This is an optimization exercise on Yosys and OpenROAD, whose aim is small area, not a production implementation.
Only simulation tests tie the RTL to the original design; equivalence was not proved.
Power figures rest on the tool's default switching activity, not on a simulated workload.

## flow/constraint.sdc

```tcl
create_clock -name core_clock -period 10.0 [get_ports {clk}]
set_input_delay 2.0000 -clock core_clock [delete_from_list [all_inputs] [get_ports {clk}]]
set_output_delay 2.0000 -clock core_clock [all_outputs]
set_load 0.01 [all_outputs]
```

## flow/run.sh

```bash
#!/bin/bash
# synth_recipe.tcl (not shown) runs the flow's synth.tcl, then flattens the netlist and writes it again
# the make line also repeats each setting of config.mk as NAME=value (left out here)
make -C /OpenROAD-flow-scripts/flow DESIGN_CONFIG=/design/flow/config.mk WORK_HOME=/design/flow/orfs CLKGATE_MAP_FILE= SYNTH_SCRIPT=/design/flow/synth_recipe.tcl finish
```

## flow/config.mk

```make
export PLATFORM = sky130hd
export DESIGN_NAME = top_level
export DESIGN_NICKNAME = top_level
export VERILOG_FILES = /design/flow/design.v
export SDC_FILE = /design/flow/constraint.sdc
export NUM_CORES = 4
export LEC_CHECK = 0
export CAP_MARGIN = 20
export CORE_MARGIN = 2
export CORE_UTILIZATION = 40
export SLEW_MARGIN = 20
```

## flow/design.v

```verilog
module SevenSegment_decoder(             
  input  logic [4:0] input7S,  
  input  logic       DP,Blanked,       
  output logic [7:0] H);
  logic [6:0] seven_seg;
	always_comb
	  if (!Blanked) begin
    case(input7S)     
      0: seven_seg  = 7'b0_11_11_11;  
      1: seven_seg  = 7'b0_00_01_10;  
      2: seven_seg  = 7'b1_01_10_11;  
      3: seven_seg  = 7'b1_00_11_11;  
      4: seven_seg  = 7'b1_10_01_10;  
      5: seven_seg  = 7'b1_10_11_01;  
      6: seven_seg  = 7'b1_11_11_01;  
      7: seven_seg  = 7'b0_00_01_11;  
      8: seven_seg  = 7'b1_11_11_11;
      9: seven_seg  = 7'b1_10_01_11;
		10: seven_seg  = 7'b1_11_01_11;   
		11: seven_seg  = 7'b1_11_11_00;   
		12: seven_seg  = 7'b1_01_10_00;   
		13: seven_seg  = 7'b1_01_11_10;   
		14: seven_seg  = 7'b1_11_10_01;   
		15: seven_seg  = 7'b1_11_00_01;   
		16: seven_seg  = 7'b0_00_00_00;
      default: seven_seg = 7'b0_00_00_00;  
    endcase end
	 else
	   seven_seg = 7'b0_00_00_00;
  assign H[6:0] = ~seven_seg;
  assign H[7]   = ~DP;
endmodule
module SevenSegment
 (input  logic [5:0] DP_in,Blanked,
  input  logic [3:0] Num_Hex0,Num_Hex1,Num_Hex2,Num_Hex3,
  input  logic [4:0] Num_Hex4,Num_Hex5,
  output logic [7:0] Hex0,Hex1,Hex2,Hex3,Hex4,Hex5);
 SevenSegment_decoder decoder0(.H      (Hex0),
                               .input7S(Num_Hex0),
							        	 .Blanked(Blanked[0]),
                               .DP     (DP_in[0]));
 SevenSegment_decoder decoder1(.H      (Hex1),
                               .input7S(Num_Hex1),
							        	 .Blanked(Blanked[1]),
                               .DP     (DP_in[1])); 
 SevenSegment_decoder decoder2(.H      (Hex2),
                               .input7S(Num_Hex2),
							        	 .Blanked(Blanked[2]),
                               .DP     (DP_in[2]));
 SevenSegment_decoder decoder3(.H      (Hex3),
                               .input7S(Num_Hex3),
							        	 .Blanked(Blanked[3]),
                               .DP     (DP_in[3]));
 SevenSegment_decoder decoder4(.H      (Hex4),
                               .input7S(Num_Hex4),
							        	 .Blanked(Blanked[4]),
                               .DP     (DP_in[4]));
 SevenSegment_decoder decoder5(.H      (Hex5),
                               .input7S(Num_Hex5),
								       .Blanked(Blanked[5]),
                               .DP     (DP_in[5]));  
endmodule
module MUX4TO1
 #(parameter width=16)
  (input  logic [width-1:0] in1,in2,in3,in4,
   input  logic [1:0]        s,
   output logic [width-1:0] mux_out);
  always_comb
        case(s)
        0: mux_out = in1;  
        1: mux_out = in2;  
        2: mux_out = in3;  
        3: mux_out = in4;  
        default: mux_out = in1;
        endcase
endmodule
module MUX4TO1DP
 #(parameter width=6)
  (input  logic [width-1:0] in1,in2,in3,in4,
   input  logic [1:0]        s,
   output logic [width-1:0] mux_out);
  always_comb
        case(s)
        0: mux_out = in1;  
        1: mux_out = in2;  
        2: mux_out = in3;  
        3: mux_out = in4;  
        default: mux_out = in1;
        endcase
endmodule
module blanker
  (input  logic [3:0] Num_Hex3,
   input  logic [3:0] Num_Hex2,
	input  logic [3:0] Num_Hex1,
	input  logic [1:0] mode,
   output logic [5:0] Blankinternal);
  always_comb
  case (mode)
  2'b00: begin 
    case(Num_Hex3)
	   4'b0000: begin
		  case(Num_Hex2)
		  4'b0000: begin
		    case(Num_Hex1)
			 4'b0000: Blankinternal = 6'b11_1110;
			 default: Blankinternal = 6'b11_1100;
			 endcase end			
		  default: Blankinternal = 6'b11_1000;
		  endcase end
	 default: Blankinternal = 6'b11_0000; 
	 endcase end
  2'b01: begin
    case(Num_Hex3)
	   4'b000: Blankinternal = 6'b11_1000;
		default: Blankinternal = 6'b11_0000;
		endcase end
  2'b10: Blankinternal = 6'b11_0000;
  2'b11: begin
    case(Num_Hex3)
	   4'b000: Blankinternal = 6'b11_1000;
		default: Blankinternal = 6'b11_0000;
		endcase end
  endcase
endmodule
module debounce
 #(parameter clk_freq    = 50_000_000,
             stable_time = 30)
  (input  logic clk,
                reset_n,
                button,
   output logic result);
  localparam int max_count = clk_freq*stable_time/1000;
  logic ff1,ff2,ff3;
  logic ena;
  logic [$clog2(max_count+2)-1:0] count;  
  always_ff @(posedge clk, negedge reset_n)
    if(!reset_n) begin
      ff1 <= 0;
      ff2 <= 0;
      ff3 <= 0;
    end
    else begin
      if(ena)
        ff3 <= ff2;
      ff1 <= button;
      ff2 <= ff1;
    end
  assign result = ff3;
  always_ff @(posedge clk, negedge reset_n)
    if(!reset_n)
      count <= 0;
    else if(ff1 ^ ff2)
      count <= 0;
    else if (!ena)
      count <= count + 1'b1;
  assign ena = (count > max_count);
endmodule
module synchronizer
  (input  logic       clk,
   input  logic       reset_n,
   input  logic [9:0] in,
   output logic [9:0] out);
  logic [9:0] n1;
  always_ff @(posedge clk, negedge reset_n)
    if (!reset_n) begin
      n1[9:8]  <= '0;
      out[9:8] <= '0;
    end
    else begin
      n1[9:8]  <= in[9:8];
      out[9:8] <= n1[9:8];
    end
  always_ff @(posedge clk) begin
    n1[7:0]  <= in[7:0];
    out[7:0] <= n1[7:0];
  end
endmodule
module dflipflop
    (input  logic clk,
	  input  logic reset_n,
	  input  logic enable,
     input  logic [15:0] d,
     output logic [15:0] q);
    always_ff@(posedge clk,negedge reset_n)
		if(!reset_n)
		  q <= 16'b0;
		else if (enable)
	     q <= d;
endmodule
module binary_bcd
 (input  logic        clk,reset_n,
  input  logic [11:0] binary,    
  output logic [15:0] bcd);      
  logic [6:0]  phase;
  logic [11:0] held;
  logic [14:0] acc, acc_in, step;
  logic [14:0] shown;
  logic        b;
  logic [3:0]  t3;
  always_ff @(posedge clk, negedge reset_n)
    if (!reset_n)
      phase <= 7'd14;
    else if (phase == 7'd92)
      phase <= 7'd14;
    else
      phase <= phase + 1'b1;
  always_ff @(posedge clk)
    if (phase == 7'd14)
      held <= binary;
  assign b      = held[phase[3:0]];
  assign acc_in = (phase == 7'd80) ? 15'd0 : acc;
  assign t3     = {1'b0, acc_in[14:12]} + (b ? 4'd5 : 4'd0);
  assign step[14:12] = t3[3:1];
  assign step[11:8]  = {1'b0, acc_in[11:9]} + (t3[0]       ? 4'd5 : 4'd0);
  assign step[7:4]   = {1'b0, acc_in[7:5]}  + (acc_in[8]   ? 4'd5 : 4'd0);
  assign step[3:0]   = {1'b0, acc_in[3:1]}  + (acc_in[4]   ? 4'd5 : 4'd0);
  always_ff @(posedge clk)
    acc <= step;
  always_ff @(posedge clk, negedge reset_n)
    if (!reset_n)
      shown <= '0;
    else if (phase == 7'd92)
      shown <= acc;
  assign bcd = {1'b0, shown};
endmodule
module averager256
 #(parameter int
     N    = 8,    
     X    = 4,
     bits = 11)   
  (input  logic          clk,
                         EN,       
                         reset_n,
   input  logic [bits:0] Din,      
   output logic [bits:0] Q);       
  localparam int W = bits + 1;
  localparam int D = 2**N;
  logic [W*D-1:0]  win;      
  logic [N+bits:0] sum;      
  logic [N:0]      filled;   
  logic [bits:0]   old;
  always_ff @(posedge clk)
    if (EN)
      win <= {win[W*(D-1)-1:0], Din};
  assign old = filled[N] ? win[W*D-1 -: W] : '0;
  always_ff @(posedge clk, negedge reset_n)
    if (!reset_n) begin
      sum    <= '0;
      filled <= '0;
    end
    else if (EN) begin
      sum <= sum + Din - old;
      if (!filled[N])
        filled <= filled + 1'b1;
    end
  assign Q = sum[N+bits:N];
endmodule
module ADC_Data(
  input  logic        clk,
                      reset_n,    
                      adc_valid,  
  input  logic [11:0] adc_data,   
  output logic [11:0] ADC_out);   
  averager256 #(
    .N(8),
    .X(4),
    .bits(11))
  averager
  ( .clk     (clk),
    .reset_n (reset_n),
    .EN      (adc_valid),
    .Din     (adc_data),
    .Q       (ADC_out) );
endmodule
module top_level
 (input  logic       clk, reset_n, enable,
  input  logic [9:0] SW,
  input  logic       adc_valid,        
  input  logic [11:0] adc_data,        
  output logic [9:0] LEDR,
  output logic [7:0] HEX0,HEX1,HEX2,HEX3,HEX4,HEX5);
  logic [3:0]  Num_Hex0, Num_Hex1, Num_Hex2, Num_Hex3;
  logic [4:0]  Num_Hex4, Num_Hex5;   
  logic [5:0]  DP_in,DP_in1,DP_in2,DP_in3,DP_in4;
  logic [5:0]  Blanked;
  logic [12:0] switch_inputs;
  logic [15:0] bcd;  
  logic [9:0]  syn_switches;
  logic [15:0] mux_out,outvalue;
  logic        store_result;
  logic [15:0] voltage_d,distance_d;
  logic [11:0] ADC_out;
  logic [5:0]  mux_outdp;
  logic [15:0] q;
  logic [15:0] n;
  logic [5:0]  Blankinternal;
  assign Num_Hex0 = n [3:0];
  assign Num_Hex1 = n [7:4];
  assign Num_Hex2 = n [11:8];
  assign Num_Hex3 = n [15:12];
  assign DP_in1 = 6'b000000;
  assign DP_in2 = 6'b000100;
  assign DP_in3 = 6'b001000;
  assign DP_in4 = 6'b000000;
  assign Num_Hex4 = 5'b10000;
  assign Num_Hex5 = 5'b10000;   
  assign DP_in    = 6'b000000;  
  assign LEDR[9:0]         = SW[9:0];  
  assign switch_inputs     = {5'b00000,SW[7:0]};
  assign Blanked = {2'b11,Blankinternal[3:0]};
 blanker blanker (.Num_Hex3(Num_Hex3),
						.Num_Hex2(Num_Hex2),
						.Num_Hex1(Num_Hex1),
						.mode(SW[9:8]),
						.Blankinternal(Blankinternal));
  debounce #(.clk_freq(50_000), .stable_time(30)) debouncer (.clk(clk), 
				          .reset_n(reset_n), 
				          .button(enable), 
				          .result(store_result));
  synchronizer synchronizer (.clk(clk),
                            .reset_n(reset_n),
					             .in(SW),
						          .out(syn_switches));
  MUX4TO1 ModeMux (.in1({8'b00000000,syn_switches[7:0]}), 
					    .in2(distance_d),
					    .in3(voltage_d),
					    .in4(ADC_out),
					    .s(syn_switches[9:8]),
					    .mux_out(mux_out));
  MUX4TO1DP DPMux (.in1(DP_in1),
						 .in2(DP_in2),
						 .in3(DP_in3),
						 .in4(DP_in4),
						 .s(syn_switches[9:8]),
						 .mux_out(mux_outdp));
  SevenSegment SevenSeg_ins(.Num_Hex0(Num_Hex0), 
                            .Num_Hex1(Num_Hex1), 
                            .Num_Hex2(Num_Hex2), 
                            .Num_Hex3(Num_Hex3),
                            .Num_Hex4(Num_Hex4),
                            .Num_Hex5(Num_Hex5),
                            .Hex0(HEX0),
                            .Hex1(HEX1),
                            .Hex2(HEX2),
                            .Hex3(HEX3),
                            .Hex4(HEX4),
                            .Hex5(HEX5),
                            .DP_in(mux_outdp),
									 .Blanked(Blanked));
  assign distance_d = 16'd0;
  binary_bcd voltage_bcd (.clk(clk),
                          .reset_n(reset_n),
                          .binary(ADC_out),
                          .bcd(voltage_d));
	dflipflop flop (.clk(clk),
						 .reset_n(reset_n),
						 .enable(store_result),
						 .d(mux_out),
						 .q(n)); 
	ADC_Data ADC (.clk(clk),
				.reset_n(reset_n),
				.adc_valid(adc_valid),
				.adc_data(adc_data),
				.ADC_out(ADC_out));
endmodule
```

==> results.json <==
{
  "cellPowerDensity_mw_per_mm2": 249,
  "ant_nets": 0,
  "rows": 183,
  "ys_seq_area_frac": 0.954,
  "grt-ovfl-total": 0,
  "cp.required_ns": 8.00,
  "grt_pass1_wl_um": 201000,
  "die_w_um": 504,
  "wl_um": 127000,
  "timing.hold.ws_ns": 0.324,
  "cts_repair_resize_count": 0,
  "dieArea_sq_mm": 0.254,
  "tightest_slew_ns": 1.10,
  "yosys_warnings": 14,
  "arrival_ns": 4.35,
  "drv_cap": 0,
  "wl_per_cell_um": 16.2,
  "slew-limit-headroom": 0.268,
  "final-hold-violation-count": 0,
  "fmax_mhz": 158,
  "clock_sinks": 3199,
  "path_cells": "clkdlybuf4s50_1 > nor4_4 > nand2_2 > nor3b_4 > o21bai_1 > a31oi_1 > clkdlybuf4s50_1",
  "drive_above_1_share": 0.118,
  "fin_setup_tns_ns": 0,
  "clkTransAtPathRegs_ns": 0.05,
  "dp_hpwl_um": 58500,
  "peakVddDrop_mv": 0.144,
  "cp_max_fo": 7,
  "cts_tree": "yes",
  "synth_area_leader_cell": "edfxtp_1",
  "drt-initial-drc-count": 3431,
  "syn2layout_area_growth_pct": 15.4,
  "grt_pass1_vias": 34632,
  "holdBufCountCts": 0,
  "ys_types": 71,
  "final_util": 0.464,
  "gp_congestion": 0.758,
  "endpoint_kind": "primary output",
  "status": "complete, no violations",
  "post-route-min-period_ns": 6.35,
  "seq_area_sq_mm": 0.0953,
  "crit_path_frequent_cell": "clkdlybuf4s50_1",
  "synth_top_area_frac": 0.927,
  "finalCritPeriodShare": 0.635,
  "crit_path_start_kind": "input port",
  "hold_path_startpoint": "synchronizer.n1[2]",
  "r2r_cells": 9,
  "synthCells": 3846,
  "fillerInstances": 19983,
  "htreeDepth": 5,
  "start_util": 0.402,
  "min_path_cells": 0,
  "vias": 35116,
  "coreArea_sq_mm": 0.248,
  "rsz0062_at_grt": "false",
  "slew_viol_final": 0,
  "place_area_sq_mm": 0.105,
  "die_h_um": 504,
  "synth-edff-count": 3084,
  "design.portCount": 84,
  "async_reset_ff_frac": 0.0263,
  "firstDrtPassIters": 6,
  "setup-violations-final": 0,
  "post-route-drc-count": 0,
  "worst-path-buf-inv": 2,
  "insertion_delay_ns": 0.93,
  "finalInstanceArea_sq_mm": 0.115,
  "ys.flop_type": "edfxtp_1",
  "avgSynthCellArea_sq_um": 26.0,
  "clock_skew_ns": 0.0647,
  "antenna_found_initial": 8,
  "synth_area_leaders": "edfxtp_1, dfrtp_1, ha_1, dfxtp_1, inv_1",
  "via_per_inst": 4.49,
  "grt_usage": 0.0986,
  "ctsLongestPathBuffers": 4,
  "leakagePower_nw": 39.0,
  "post_cts_buffers": 0,
  "numPortBuffers": 65,
  "synth_area_sq_mm": 0.0999,
  "startpoint": "SW[9]",
  "cts_root_buffer": "clkbuf_16",
  "nets": 4336,
  "cp_slowest_cell": "clkdlybuf4s50_1",
  "numCtsBuffers": 333,
  "grt_max_degree": 218,
  "regToRegStartpoint": "ADC.averager.filled[8]",
  "critPathKind": "in2out",
  "cp.depth": 7,
  "crit_family": "buffers and inverters",
  "hold_class": "reg2reg",
  "multi_input_comb_area_sq_mm": 0.00398,
  "ys_ff_latch": 3199,
  "slowest_delay_ns": 0.56
}
## sequential cells by signal (all words and copies together), names as in the netlist, 7 cells and up
| register | flops |
|---|---|
| synchronizer.out | 10 |
| ADC.averager.sum | 20 |
| voltage_bcd.phase | 7 |
| flop.q | 15 |
| ADC.averager.win | 3072 |
| voltage_bcd.shown | 15 |
| debouncer.count | 11 |
| ADC.averager.filled | 9 |
| synchronizer.n1 | 10 |
| voltage_bcd.held | 12 |
| voltage_bcd.acc | 15 |
## Yosys cell counts, drive strengths merged, types with 7 or more instances
cell type / number
mux2: 17
edfxtp: 3084
and2: 33
nand2b: 7
a211oi: 10
o21ai: 33
nand2: 50
nand4: 12
dfxtp: 31
dfrtp: 81
nor3: 8
o22ai: 10
a21oi: 50
xnor2: 21
nand3: 14
o21a: 7
ha: 61
clkbuf: 13
xor2: 11
a21o: 11
mux2i: 19
inv: 81
nor2: 49
buf: 42
fa: 12
## kinds of logic (layout without fill, tap and decap cells)
logic type	after synthesis	count (layout)	synth area share
XOR/XNOR	32	32	0.00281
AND/OR/NAND/NOR	200	200	0.0110
buffers and inverters	137	761	0.00657
AO/OA/AOI/OAI	164	164	0.0106
flip-flops	3199	3199	0.954
other	1	20	0.0000375
adder cells (fa/ha/maj)	73	73	0.0100
multiplexers	40	40	0.00472
## placed cells by master, fill, tap and decap left out, types with 14 or more instances in the layout
master and count:
nor2_1 49, mux2i_1 19, nand2_1 49, edfxtp_1 3084, buf_4 16, clkdlybuf4s50_1 63
clkinv_2 41, conb_1 18, clkinvlp_4 20, and2_1 32, nand3_1 14, inv_1 80
xnor2_1 21, dfrtp_1 81, clkbuf_1 74, bufinv_16 30, a21oi_1 49, ha_1 61
mux2_2 17, clkinv_1 61, o21ai_0 30, dfxtp_1 31, clkbuf_16 336
## per-stage QoR
step / power, mW / setup slack (ns) / std cells
3_5_place_dp: 17.2 / 3.71 / 7231
4_1_cts: 29.2 / 3.69 / 7816
2_1_floorplan: 16.6 / 4.86 / 3863
5_1_grt: 29.9 / 3.56 / 7818
3_3_place_gp: 17.2 / 3.72 / 7231
6_report: 28.7 / 3.65 / 7819
## final cells by class
cell class / count / share of cell area
diodes: 2 / 0.0000434
multi-input cells: 527 / 0.0345
inverters: 82 / 0.00267
clock buffers: 413 / 0.0757
repair buffers: 94 / 0.00910
flip-flops and latches: 3199 / 0.827
well taps: 3330 / 0.0361
clock inverters: 172 / 0.0146
## worst paths after layout
check,slack [ns],end
min in group asynchronous,1.08,flop.q[5]
worst max-delay path,3.65,HEX1[3]
worst max register to register,6.84,ADC.averager.sum[17]
worst min-delay path,0.32,synchronizer.out[2]
max in group asynchronous,7.74,ADC.averager.sum[11]
worst min register to register,0.32,synchronizer.out[2]
## worst reg2reg max path, cell delays in order, from the launching register on
cell     delay [ns]
dfrtp_1        0.55
and2_1         0.28
fa_1           0.49
inv_1          0.04
ha_1           0.36
a21oi_1        0.13
o21ai_0        0.38
o21ai_1        0.26
or4_1          0.51
nand3_1        0.10
## power by group
group	internal (mW)	total (mW)	leakage, nW	switching, mW
Clock	6.96	11.8	5.03	4.81
Sequential	15.6	15.9	31.5	0.319
Combinational	0.356	1.05	2.44	0.694
Total	22.9	28.7	39.0	5.82
## routing by layer
metal	share of wire	GRT usage	vias up
li1	-	-	16072
met1	0.52	0.158	18099
met2	0.41	0.126	696
met3	0.049	0.0249	249
met4	0.028	0.0389	0
met5	0	0	-

## what the ideal ports hide
In the flow no input, the clock included, has a driving cell. The finished layout below was timed again as built, in two steps. Step 1, drivers: a clkbuf_16 drives clk and a buf_2 each remaining input, both assumed. Step 2 moves the port delays by t, midway between the first and last clock arrival at a register: inputs arrive t later, outputs are due t later. That takes back most of the time a late clock gives input paths. a / b / c = no drivers / after step 1 / after step 2; a / b = the first two.
t, ns: 0.966
slack for setup (ns): 3.653 / 3.626 / 3.626
worst slew at a driven data input, ns: 0.08
After both steps setup and hold are still met in this run. The setup slack of this run moves by -0.027 ns with the drivers and by -0.027 ns with both steps.
